Context: an optimization exercise on an open-source flow, tuned for small area. The choices shown serve that exercise and are no tape-out recipe. Function was checked by simulation only, so behaviour that the tests miss may differ from the original. Power is estimated from default activity; no workload was simulated.

==> flow/constraint.sdc <==
create_clock -name core_clock -period 20.0 [get_ports {clk}]
set_input_delay 4.0000 -clock core_clock [delete_from_list [all_inputs] [get_ports {clk}]]
set_output_delay 4.0000 -clock core_clock [all_outputs]
set_load 0.01 [all_outputs]
==> flow/run.sh <==
#!/bin/bash
# synth_recipe.tcl (not shown) runs the flow's synth.tcl, then flattens the netlist and writes it again
# the make line also repeats each setting of config.mk as NAME=value (left out here)
make -C /OpenROAD-flow-scripts/flow DESIGN_CONFIG=/design/flow/config.mk WORK_HOME=/design/flow/orfs CLKGATE_MAP_FILE= SYNTH_SCRIPT=/design/flow/synth_recipe.tcl finish
==> flow/design.v <==
module PWM_Delay(iclk,ireset_n,
					  idivider,idone,
					  otrigger
					  );
parameter W = 20;
input iclk;
input ireset_n;
input [W-1:0] idivider;
input        idone;
output  otrigger;	
reg	  otrigger;	
reg 	 [W-1:0] cnt;			  
always@(posedge iclk or negedge ireset_n)					  
begin
  	if (~ireset_n)
	begin
	  cnt <= 0;
	  otrigger <= 0;
	end
   else
	begin
	  if(idone == 1'b0)
	  begin
	    if(cnt == idivider)
		 begin 
		   cnt <= 0;
		   otrigger <= 1'b1; 
		 end
		 else 
		 begin 
		   cnt <= cnt + 1'b1;
		   otrigger <= 1'b0;
		 end
	  end
	  else
	    otrigger <= 1'b0;
	end
end
endmodule
module TERASIC_PWM_EX(
	clk,
	reset_n,
	s_cs,
	s_address,
	s_write,
	s_writedata,
	s_read,
	s_readdata,
	PWM
);
parameter W = 20;
localparam REG_TOTAL_DUR = 2'd0;
localparam REG_HIGH_DUR  = 2'd1;
localparam REG_ADJ_SPEED = 2'd2;
localparam REG_ABORT     = 2'd3;
localparam REG_STATUS    = 2'd2;
input 				clk;
input				reset_n;
input				s_cs;
input		[1:0]	s_address;
input				s_read;
output	reg	[W-1:0]	s_readdata;
input				s_write;
input		[31:0]	s_writedata;
output	reg	PWM;
reg			[W-1:0]	total_dur;
reg			[W-1:0]	high_dur;
reg			[W-1:0]	high_dur_temp;
reg	      [W-1:0]	tick;
reg 			[W-1:0]   dividir;
reg 						done;
wire 						trigger;
reg					   init;
reg 						abort;
PWM_Delay #(.W(W)) p1
(
  .iclk(clk),
  .ireset_n(reset_n),
  .idivider(dividir),
  .idone(done),
  .otrigger(trigger)
);
always @ (posedge clk or negedge reset_n)
begin
	if (~reset_n)
	begin
		high_dur <= 0;
		total_dur <= 0;
		dividir <= 0;
		abort <= 0;
		s_readdata <= 0;
	end
	else if (s_cs & s_write)
	begin
		if (s_address == REG_TOTAL_DUR)
		  total_dur <= s_writedata[W-1:0];
		else if (s_address == REG_HIGH_DUR)
		    high_dur <= s_writedata[W-1:0];
		else if(s_address == REG_ADJ_SPEED)
		  dividir <= s_writedata[W-1:0];
		else if(s_address == REG_ABORT)
		  abort <= s_writedata[0];
		else 
		  high_dur <= high_dur;
	end
	else if (s_cs & s_read)
	begin
		if (s_address == REG_TOTAL_DUR)
		   s_readdata <= total_dur;
	   else if (s_address == REG_HIGH_DUR)
			s_readdata <= high_dur_temp;
		else if (s_address == REG_STATUS)
		   s_readdata <= {{(W-1){1'b0}}, done};
		else
		   s_readdata <= s_readdata;
	end
end
always@(posedge clk or negedge reset_n)
begin
  	if (~reset_n)
	begin
	  high_dur_temp <= 0;
	  done <= 1'b0;
	  init <= 1'b0;
	end
	else
	begin
	  if(high_dur != high_dur_temp)
	  begin
	    if(trigger == 1'b1 && high_dur > high_dur_temp && init == 1'b1)
	    begin  
	      high_dur_temp <= high_dur_temp + 1'b1; 
	      done <= 1'b0; 
	    end
	    else if(trigger == 1'b1 && high_dur < high_dur_temp && init == 1'b1)
	    begin  
	      high_dur_temp <= high_dur_temp - 1'b1; 
		   done <= 1'b0; 
	    end
	    else if(trigger == 1'b1 && high_dur == high_dur_temp && init == 1'b1)
	    begin  
	      high_dur_temp <= high_dur; 
		   done <= 1'b1;   
	    end
		 else if(high_dur == 75000 && init == 1'b0)
		 begin
		  init <= 1'b1;
		  high_dur_temp <= 75000;
		 end
	    else
	      done <= 1'b0;
	  end
	  else
	  begin
      done <= 1'b1;   
	  end	
	end
end 
wire AbortEnable = abort;
always @ (posedge clk or negedge reset_n)
begin
	if (~reset_n)
	begin
		tick <= 0;
	end
	else if (tick >= total_dur)
	begin
		tick <= 0;
	end
	else
		tick <= tick + 1'b1;
end
always @ (posedge clk or negedge reset_n)
begin
	if (~reset_n)
		PWM <= 0;
	else
		PWM <= (tick < high_dur_temp && AbortEnable == 0)?1'b1:1'b0; 
end
endmodule
module spider_pwm (
	input             clk,
	input             reset_n,
	input             s_cs,
	input      [6:0]  s_address,
	input             s_write,
	input      [31:0] s_writedata,
	input             s_read,
	output     [31:0] s_readdata,
	output     [17:0] pwm
);
localparam N = 18;
localparam W = 20;
wire [4:0]   chan = s_address[6:2];
wire [W-1:0] rdata [0:N-1];
reg  [4:0]   rd_chan;
always @ (posedge clk or negedge reset_n)
begin
	if (~reset_n)
		rd_chan <= 0;
	else if (s_cs & s_read & ~s_write)
		rd_chan <= chan;
end
genvar i;
generate for (i = 0; i < N; i = i + 1)
begin: ch
	TERASIC_PWM_EX #(.W(W)) u_pwm (
		.clk         (clk),
		.reset_n     (reset_n),
		.s_cs        (s_cs & (chan == i)),
		.s_address   (s_address[1:0]),
		.s_write     (s_write),
		.s_writedata (s_writedata),
		.s_read      (s_read),
		.s_readdata  (rdata[i]),
		.PWM         (pwm[i])
	);
end
endgenerate
assign s_readdata = (rd_chan < N) ? {{(32-W){1'b0}}, rdata[rd_chan]} : 32'd0;
endmodule
==> flow/config.mk <==
export PLATFORM = sky130hd
export DESIGN_NAME = spider_pwm
export DESIGN_NICKNAME = spider_pwm
export VERILOG_FILES = /design/flow/design.v
export SDC_FILE = /design/flow/constraint.sdc
export NUM_CORES = 4
export LEC_CHECK = 0
export CAP_MARGIN = 20
export CORE_MARGIN = 2
export CORE_UTILIZATION = 45
export SLEW_MARGIN = 20
==> results_dict.tcl <==
set metrics [dict create \
    status "complete, no violations" \
    clk_pin_slew_ns 0.06 \
    finalPower_mw 13.94 \
    multi_input_area_mm2 0.08004 \
    cts_sinks 2615 \
    ioPinCount 94 \
    tightest_slew_ns 1.213 \
    skew_ns 0.04618 \
    end_kind "primary output" \
    cts-resized-gates 0 \
    setup_viol 0 \
    netlist_area_mm2 0.1513 \
    core_mm2 0.3340 \
    avgSynthCellArea_um2 9.613 \
    synth_edf_count 0 \
    place_congestion 1.032 \
    cts_buffers 307 \
    crit_path_max_fanout 45 \
    path_cells "nand2b_1 -> nor2_2 -> buf_4 -> a22o_1 -> a221oi_1 -> nand4_1 -> nor3_1 -> nor3_1 -> clkdlybuf4s50_1" \
    worst_skew_pair.late_latency_ns 0.97 \
    antenna_left 0 \
    fmax_mhz 105.1 \
    yosysSeqAreaShare_pct 43.25 \
    post_cts_buffers 0 \
    layout-drive-gt1-share_pct 11.23 \
    dr_total_vias 121286 \
    fin_crit_ns 9.519 \
    grtUsageTotal_pct 29.00 \
    grt_remaining_overflow 0 \
    synthArstFlopShare_pct 100.0 \
    crit_slowest_cell "dfrtp_2" \
    die_w_um 583.8 \
    crit_type "flip-flop to primary output" \
    syn_to_final_growth_pct 10.52 \
    final_core_util_pct 50.07 \
    synth_seq_cells 2615 \
    crit_path_max_incr_delay_ns 0.92 \
    regArea_mm2 0.06544 \
    synth_ff_type "dfrtp_1" \
    fin_ws_ns 10.48 \
    start_util_pct 45.30 \
    critPathRequiredTime_ns 16.00 \
    topRoutingLayerUsed "met5" \
    grt_max_degree 172 \
    hold_viol 0 \
    grt_pass1_wl_um 752600 \
    totalWireLength_um 500800 \
    pwr_density_cell_mw_per_mm2 83.39 \
    cp_top_family "simple AND/OR/NAND/NOR gates" \
    hpwl_um 344500 \
    wl_met3_um 40660 \
    cts_root_buffer "clkbuf_16" \
    antenna_found_initial 39 \
    ys_types 95 \
    avgViaCountPerCell 6.020 \
    fillers 30664 \
    die_area_mm2 0.3408 \
    setup_tns_ns 0 \
    start_kind "flip-flop" \
    cp_data_arrival_time_ns 5.52 \
    yosysWarnings 3 \
    first_iter_violations 13750 \
    grt_setup_unrepaired "no" \
    dp_worst_setup_slack_ns 11.76 \
    drv_cap 0 \
    drc 0 \
    hold_path_class "flip-flop to flip-flop" \
    cp_num_buf_inv 2 \
    power_leakage_nw 80.02 \
    holdBufCountCts 0 \
    final_nets 16678 \
    row_count 212 \
    first_pass_iters 6 \
    route.met2.wl_um 214800 \
    wl_met1_um 220100 \
    grt_pass1_vias 114261 \
    wl_per_cell_um 24.85 \
    period_share_pct 47.60 \
    die_y_um 583.8 \
    finalMaxSlewViolations 0 \
    slew_headroom_pct 18.73 \
    crit_top_cell "nor3_1" \
    cts_tree "done" \
    irDropWorstVdd_mv 0.06300 \
    clock_path_buffers 4 \
    syn_inst 15737 \
    portBuffers 69 \
    htreeDepth 5 \
]
power breakdown:
group,switching [mW],leakage (nW),internal [mW]
sequential,0.372,34.7,5.60
combinational,1.21,40.1,0.713
clock,2.43,5.26,3.62
total,4.02,80.0,9.93
metal layers:
| layer | up-vias | GRT usage (%) |
|---|---|---|
| li1 | 55778 | - |
| met2 | 4706 | 42.64 |
| met1 | 59878 | 41.83 |
| met3 | 920 | 4.742 |
| met4 | 4 | 12.86 |
| met5 | - | 0 |
registers in the layout (all words and copies together) (netlist names):
| register | cells |
|---|---|
| ch.u_pwm.tick | 360 |
| ch.u_pwm.s_readdata | 360 |
| rd_chan | 5 |
| ch.u_pwm.done | 18 |
| ch.u_pwm.high_dur | 360 |
| ch.u_pwm.abort | 18 |
| ch.u_pwm.high_dur_temp | 360 |
| ch.u_pwm.p1.otrigger | 18 |
| ch.u_pwm.init | 18 |
| ch.u_pwm.dividir | 360 |
| ch.u_pwm.total_dur | 360 |
| ch.u_pwm.PWM | 18 |
| ch.u_pwm.p1.cnt | 360 |
cells by family after synthesis:
logic type	share of synthesized area, %
other	0.002479
xor gates and xnor gates	6.374
DFF	43.25
buffers and inverters	4.164
muxes	6.871
and+or+nand+nor	15.67
AOI/OAI and AO/OA	14.28
adders and majority gates	9.379
worst register-to-register path, stage by stage (launching register included):
cell      delay (ns)
dfrtp_1         0.55
inv_1           0.22
ha_1            0.34
and4_1          0.23
nor4bb_1        0.56
a21boi_0        0.50
a2111o_1        0.37
nand2_1         0.46
o311ai_0        0.48
o21ai_0         0.15
cell usage after synthesis (all sizes together), types with 19 or more instances:
| library cell | number | area share, % |
|---|---|---|
| or3 | 101 | 0.43 |
| o31ai | 75 | 0.37 |
| a211oi | 71 | 0.35 |
| or4 | 27 | 0.14 |
| a21o | 292 | 1.4 |
| nor2 | 1385 | 3.4 |
| a2111oi | 29 | 0.17 |
| and2 | 62 | 0.26 |
| and3 | 256 | 1.1 |
| a21oi | 737 | 2.4 |
| o21a | 71 | 0.35 |
| a221oi | 85 | 0.49 |
| buf | 136 | 0.44 |
| a31oi | 53 | 0.22 |
| xor2 | 736 | 4.3 |
| a22oi | 448 | 2.2 |
| xnor2 | 365 | 2.1 |
| nor3 | 346 | 1.2 |
| and4 | 64 | 0.37 |
| a211o | 30 | 0.17 |
| a221o | 26 | 0.17 |
| mux2 | 852 | 6.3 |
| nand4 | 347 | 1.4 |
| or2 | 19 | 0.079 |
| nand2b | 90 | 0.37 |
| nor4b | 56 | 0.33 |
| clkbuf | 693 | 1.7 |
| ha | 1134 | 9.4 |
| inv | 809 | 2.0 |
| o21ai | 976 | 3.2 |
| a32oi | 23 | 0.13 |
| o22ai | 81 | 0.33 |
| mux2i | 80 | 0.53 |
| o211ai | 62 | 0.31 |
| nor4 | 197 | 0.86 |
| nand2 | 1301 | 3.2 |
| dfrtp | 2615 | 43 |
| a22o | 53 | 0.31 |
| o221ai | 49 | 0.28 |
| o221a | 19 | 0.14 |
| nand3 | 546 | 1.8 |
| nor2b | 104 | 0.43 |
layout by cell type (no fill, tap or decap), drive strengths merged, types with 46 or more instances in the layout:
| cell type | instances |
|---|---|
| dfrtp | 2615 |
| nor2 | 1385 |
| nand2 | 1301 |
| ha | 1134 |
| o21ai | 976 |
| mux2 | 852 |
| inv | 819 |
| a21oi | 737 |
| xor2 | 736 |
| nand3 | 546 |
| a22oi | 448 |
| clkbuf | 430 |
| xnor2 | 365 |
| nand4 | 347 |
| nor3 | 346 |
| a21o | 292 |
| and3 | 256 |
| buf | 226 |
| nor4 | 197 |
| nor2b | 104 |
| or3 | 101 |
| nand2b | 90 |
| a221oi | 85 |
| o22ai | 81 |
| mux2i | 80 |
| o31ai | 75 |
| o21a | 71 |
| a211oi | 71 |
| and4 | 64 |
| o211ai | 62 |
| and2 | 62 |
| nor4b | 56 |
| clkinv | 55 |
| a22o | 53 |
| a31oi | 53 |
| o221ai | 49 |
| clkdlybuf4s50 | 46 |
metrics by stage:
stage                     instances  instance area [um^2]  hold WS [ns]
after CTS                     20125                167100        0.4839
final                         20147                167200        0.4847
after detailed placement      19577                156300        0.4706
after global routing          20132                167200        0.5139
after floorplan               15748                151300        0.4420
after global placement        19573                156200        0.4632
path summary, 6_finish.rpt:
check	from	endpoint	slack, ns	depth (start not counted)
max	rd_chan[0]$_DFFE_PN0P_	s_readdata[17]	10.48	9
max reg2reg	ch[3].u_pwm.high_dur_temp[5]$_DFFE_PN0P_	ch[3].u_pwm.high_dur_temp[10]$_DFFE_PN0P_	16.02	9
min	ch[17].u_pwm.s_readdata[5]$_DFFE_PN0P_	ch[17].u_pwm.s_readdata[5]$_DFFE_PN0P_	0.48	2
max in group asynchronous	reset_n	ch[4].u_pwm.p1.cnt[17]$_DFFE_PN0N_	12.81	5
min reg2reg	ch[17].u_pwm.s_readdata[5]$_DFFE_PN0P_	ch[17].u_pwm.s_readdata[5]$_DFFE_PN0P_	0.48	2
min in group asynchronous	reset_n	ch[0].u_pwm.p1.cnt[19]$_DFFE_PN0N_	3.01	1
cell type report:
class	instances	area share, %
Antenna cell	21	0.03143
Clock buffer	430	5.385
Clock inverter	118	1.057
Inverter	809	1.816
Multi-Input combinational cell	11495	47.87
Sequential cell	2615	39.14
Tap cell	4387	3.283
Timing Repair Buffer	272	1.417

[afterwards: timing with drivers on the ports]
The flow's constraints put no driver on any port. The routed layout listed below was extracted and timed again, unchanged, in two steps.
Step 1: set_driving_cell puts a clkbuf_16 on clk and a buf_2 on each other input, an assumption about the parent block.
Step 2, shift: input delay + t, output delay - t, t = (earliest + latest rising clock arrival at the registers) / 2. This alone moves slack from input paths to output paths.
Slacks: ideal ports / drivers / drivers and shift; pairs: ideal ports / drivers.
t, ns: 1.040
slack for setup (ns): 10.481 / 10.377 / 11.417
cell pins on the clock port's net: 1
After both steps setup and hold are still met in this run. For this run, drivers alone change the setup slack by -0.104 ns; drivers and shift together by +0.936 ns.
